This is an optimization exercise on Yosys and OpenROAD, whose aim is small area and a short achievable clock period, not a production implementation.

Setup of R:
==> flow/design.v <==
`timescale 1 ns / 1 ns
module filter_mlab
               (
                i_clk,
                i_clk_enable,
                i_reset_n,
                filter_in,
                filter_out
                );
  input   i_clk;
  input   i_clk_enable;
  input   i_reset_n;
  input   signed [17:0] filter_in;
  output  signed [17:0] filter_out;
  reg  [3:0] cur_count;             
  reg  [3:0] vcnt;                  
  reg  signed [17:0] r [0:10];
  reg  signed [17:0] output_register;
  wire       is_s = cur_count[3];   
  reg  [3:0] sel1;                  
  reg  [3:0] sel2;                  
  wire [3:0] cnt_n  = is_s ? 4'd0 : cur_count + 4'd1;
  wire [3:0] vcnt_n = (is_s && vcnt != 4'd11) ? vcnt + 4'd1 : vcnt;
  function v;
    input [3:0] vc;
    input [3:0] a;
    v = (a < vc);
  endfunction
  reg [3:0] s1_n, s2_n;
  always @* begin
    s1_n = 4'd0;
    s2_n = 4'd0;
    case (cnt_n)
      4'd0: begin s1_n[0] = v(vcnt_n, 4'd7);  s2_n[0] = v(vcnt_n, 4'd6); end
      4'd1: begin s1_n[1] = v(vcnt_n, 4'd1);  s2_n[1] = v(vcnt_n, 4'd1); end
      4'd2: begin s1_n[1] = v(vcnt_n, 4'd7);  s2_n[0] = v(vcnt_n, 4'd7); end
      4'd3: begin s1_n[2] = v(vcnt_n, 4'd2);                             end
      4'd4: begin s1_n[3] = v(vcnt_n, 4'd9);  s2_n[2] = v(vcnt_n, 4'd5); end
      4'd5: begin s1_n[2] = v(vcnt_n, 4'd3);                             end
      4'd6: begin s1_n[3] = v(vcnt_n, 4'd10);                            end
      4'd7: begin s1_n[0] = v(vcnt_n, 4'd5);  s2_n[3] = v(vcnt_n, 4'd5); end
      default: begin s1_n[1] = v(vcnt_n, 4'd10); s2_n[1] = v(vcnt_n, 4'd10); end
    endcase
  end
  always @(posedge i_clk or negedge i_reset_n)
    if (!i_reset_n) begin
      cur_count <= 4'd8;
      vcnt      <= 4'd0;
    end
    else if (i_clk_enable) begin
      cur_count <= cnt_n;
      vcnt      <= vcnt_n;
    end
  always @(posedge i_clk)
    if (i_clk_enable) begin
      sel1      <= s1_n;
      sel2      <= s2_n;
    end
  integer i;
  always @(posedge i_clk)
    if (i_clk_enable) begin
      r[0] <= is_s ? filter_in : r[10];
      for (i = 1; i < 11; i = i + 1)
        r[i] <= r[i-1];
    end
  wire [24:0] x5  = {{7{r[5][17]}},  r[5]};
  wire [24:0] x8  = {{7{r[8][17]}},  r[8]};
  wire [24:0] x10 = {{7{r[10][17]}}, r[10]};
  wire [24:0] v1 = ({25{sel1[0]}} & x8)
                 | ({25{sel1[1]}} & (x10 << 2))
                 | ({25{sel1[2]}} & (x10 << 3))
                 | ({25{sel1[3]}} & (x8 << 3));
  wire [24:0] v2 = ({25{sel2[0]}} & (x10 << 4))
                 | ({25{sel2[1]}} & x10)
                 | ({25{sel2[2]}} & (x5 << 3))
                 | ({25{sel2[3]}} & (x8 << 2));
  reg  [24:0] acc;
  reg         c1, c2;
  wire [24:0] base = is_s ? 25'd16 : acc;
  wire        ci1  = c1 & ~is_s;
  wire        ci2  = c2 & ~is_s;
  wire [24:0] nv1  = ~v1;
  wire [24:0] hs   = base ^ nv1 ^ v2;
  wire [24:0] hc   = (base & nv1) | (base & v2) | (nv1 & v2);
  wire [8:0]  s0   = {1'b0, hs[7:0]}   + {1'b0, hc[6:0], 1'b1};
  wire [9:0]  s1w  = {1'b0, hs[15:8], 1'b1} + {1'b0, hc[14:7], ci1};
  wire [9:0]  s2w  = {hs[24:16], 1'b1}      + {hc[23:15], ci2};
  wire [8:0]  s1   = s1w[9:1];
  wire [8:0]  s2   = s2w[9:1];
  always @(posedge i_clk)
    if (i_clk_enable) begin
      acc <= {s2[8:0], s1[7:0], s0[7:0]};
      c1  <= s0[8];
      c2  <= s1[8];
    end
  wire [16:0] hi   = acc[24:8] + {8'd0, c2, 7'd0, c1};
  wire [19:0] q    = {hi, acc[7:5]};
  wire        tie  = (acc[4:0] == 5'd0);
  wire        pos_ovf = ~q[19] & (q[18] | q[17]);
  wire        neg_ovf =  q[19] & ~(q[18] & q[17]);
  wire [17:0] yr   = {q[17:1], q[0] & ~tie};
  wire [17:0] y    = (vcnt[3:1] == 3'd0) ? 18'd0 :
                     pos_ovf ? 18'h1ffff : neg_ovf ? 18'h20000 : yr;
  always @(posedge i_clk or negedge i_reset_n)
    if (!i_reset_n)
      output_register <= 18'sd0;
    else if (i_clk_enable && is_s)
      output_register <= y;
  assign filter_out = output_register;
endmodule
Settings: LEC_CHECK=0, CAP_MARGIN=20, CORE_MARGIN=2, CORE_UTILIZATION=40, SLEW_MARGIN=20; clock period 10.0 ns.
standard.sh (not shown) runs the stock make flow with config.mk's settings and CLKGATE_MAP_FILE= SYNTH_SCRIPT=/design/flow/synth_recipe.tcl, a recipe that flattens the netlist after the stock synthesis.
==> flow/flow/run.sh <==
#!/bin/bash
set -o pipefail
bash standard.sh 'SETUP_SLACK_MARGIN=6.9' 'CTS_CLUSTER_SIZE=30' 'CTS_CLUSTER_DIAMETER=60' 'BUFFER_PORTS_ARGS=-buffer_cell sky130_fd_sc_hd__buf_2' 'CORE_UTILIZATION=60' 'PLACE_DENSITY=0.75' finish 2>&1 | tee standard.log
R went all the way through synthesis, placement and routing and the layout is clean on timing, DRC and antenna.
Setup changes, R to T
diff --git a/flow/design.v b/flow/design.v
--- a/flow/design.v
+++ b/flow/design.v
@@ -45,15 +45,14 @@
   always @(posedge i_clk or negedge i_reset_n)
     if (!i_reset_n) begin
       cur_count <= 4'd8;
       vcnt      <= 4'd0;
+      sel1      <= 4'd0;
+      sel2      <= 4'd0;
     end
     else if (i_clk_enable) begin
       cur_count <= cnt_n;
       vcnt      <= vcnt_n;
-    end
-  always @(posedge i_clk)
-    if (i_clk_enable) begin
       sel1      <= s1_n;
       sel2      <= s2_n;
     end
   integer i;
@@ -62,27 +61,28 @@
       r[0] <= is_s ? filter_in : r[10];
       for (i = 1; i < 11; i = i + 1)
         r[i] <= r[i-1];
     end
-  wire [24:0] x5  = {{7{r[5][17]}},  r[5]};
-  wire [24:0] x8  = {{7{r[8][17]}},  r[8]};
-  wire [24:0] x10 = {{7{r[10][17]}}, r[10]};
-  wire [24:0] v1 = ({25{sel1[0]}} & x8)
-                 | ({25{sel1[1]}} & (x10 << 2))
-                 | ({25{sel1[2]}} & (x10 << 3))
-                 | ({25{sel1[3]}} & (x8 << 3));
-  wire [24:0] v2 = ({25{sel2[0]}} & (x10 << 4))
-                 | ({25{sel2[1]}} & x10)
-                 | ({25{sel2[2]}} & (x5 << 3))
-                 | ({25{sel2[3]}} & (x8 << 2));
+  wire [21:0] x5  = {{4{r[5][17]}},  r[5]};
+  wire [21:0] x8  = {{4{r[8][17]}},  r[8]};
+  wire [21:0] x10 = {{4{r[10][17]}}, r[10]};
+  wire [21:0] v1 = ({22{sel1[0]}} & x8)
+                 | ({22{sel1[1]}} & (x10 << 2))
+                 | ({22{sel1[2]}} & (x10 << 3))
+                 | ({22{sel1[3]}} & (x8 << 3));
+  wire [21:0] v2 = ({22{sel2[0]}} & (x10 << 4))
+                 | ({22{sel2[1]}} & x10)
+                 | ({22{sel2[2]}} & (x5 << 3))
+                 | ({22{sel2[3]}} & (x8 << 2));
+  wire [21:0] u1 = {v1[21], ~v1[20:0]};
+  wire [21:0] u2 = {~v2[21], v2[20:0]};
   reg  [24:0] acc;
   reg         c1, c2;
-  wire [24:0] base = is_s ? 25'd16 : acc;
+  wire [24:0] base = is_s ? 25'h1c00010 : acc;
   wire        ci1  = c1 & ~is_s;
   wire        ci2  = c2 & ~is_s;
-  wire [24:0] nv1  = ~v1;
-  wire [24:0] hs   = base ^ nv1 ^ v2;
-  wire [24:0] hc   = (base & nv1) | (base & v2) | (nv1 & v2);
+  wire [24:0] hs   = {base[24:22], base[21:0] ^ u1 ^ u2};
+  wire [24:0] hc   = {3'b000, (base[21:0] & u1) | (base[21:0] & u2) | (u1 & u2)};
   wire [8:0]  s0   = {1'b0, hs[7:0]}   + {1'b0, hc[6:0], 1'b1};
   wire [9:0]  s1w  = {1'b0, hs[15:8], 1'b1} + {1'b0, hc[14:7], ci1};
   wire [9:0]  s2w  = {hs[24:16], 1'b1}      + {hc[23:15], ci2};
   wire [8:0]  s1   = s1w[9:1];
@@ -98,9 +98,9 @@
   wire        tie  = (acc[4:0] == 5'd0);
   wire        pos_ovf = ~q[19] & (q[18] | q[17]);
   wire        neg_ovf =  q[19] & ~(q[18] & q[17]);
   wire [17:0] yr   = {q[17:1], q[0] & ~tie};
-  wire [17:0] y    = (vcnt[3:1] == 3'd0) ? 18'd0 :
+  wire [17:0] y    = (vcnt == 4'd0) ? 18'd0 :
                      pos_ovf ? 18'h1ffff : neg_ovf ? 18'h20000 : yr;
   always @(posedge i_clk or negedge i_reset_n)
     if (!i_reset_n)
       output_register <= 18'sd0;
- T did not stop at any stage, and its layout met the timing, DRC and antenna checks.
- Maximum achievable frequency in T vs R: up about 10%
- Against R, total detailed-routing wirelength in T came out worse.
- Against R, T comes in 0.07 ns lower on maximum single-stage delay on the critical path.
- As of T, die outline area had risen by a few percent compared to R.
- Sequential portion of the cell area (lower): T
- From R to T, maximum number of buffers from clock root to sink did not move at all.
- Cmp T and R / synthesis-to-finish area growth / lower: T
- T vs R — total standard cell area after synthesis rose 2.5%.
No run of this note included a check of the RTL's function; only the layout flow was run.

-- what the ideal ports hide --
Ports are ideal in the flow. The routed layouts listed here were re-timed in OpenROAD. Step 1, drivers: a clkbuf_16 drives i_clk and a buf_2 each remaining input, both assumed. Step 2, shift: input delay + t, output delay - t, t = (earliest + latest rising clock arrival at the registers) / 2. This alone moves slack from input paths to output paths. Three values: ideal, step 1, step 2; two values: the first two.
| run | shift t [ns] | setup slack, ns | worst setup path at the end |
|---|---|---|---|
| R | 0.526 | 6.580 / 6.580 / 6.495 | input to register |
| T | 0.559 | 6.889 / 6.884 / 6.409 | input to register |
After both steps every run listed still meets setup and hold. For T, which loses most, drivers alone change the setup slack by -0.005 ns; drivers and shift together by -0.480 ns.
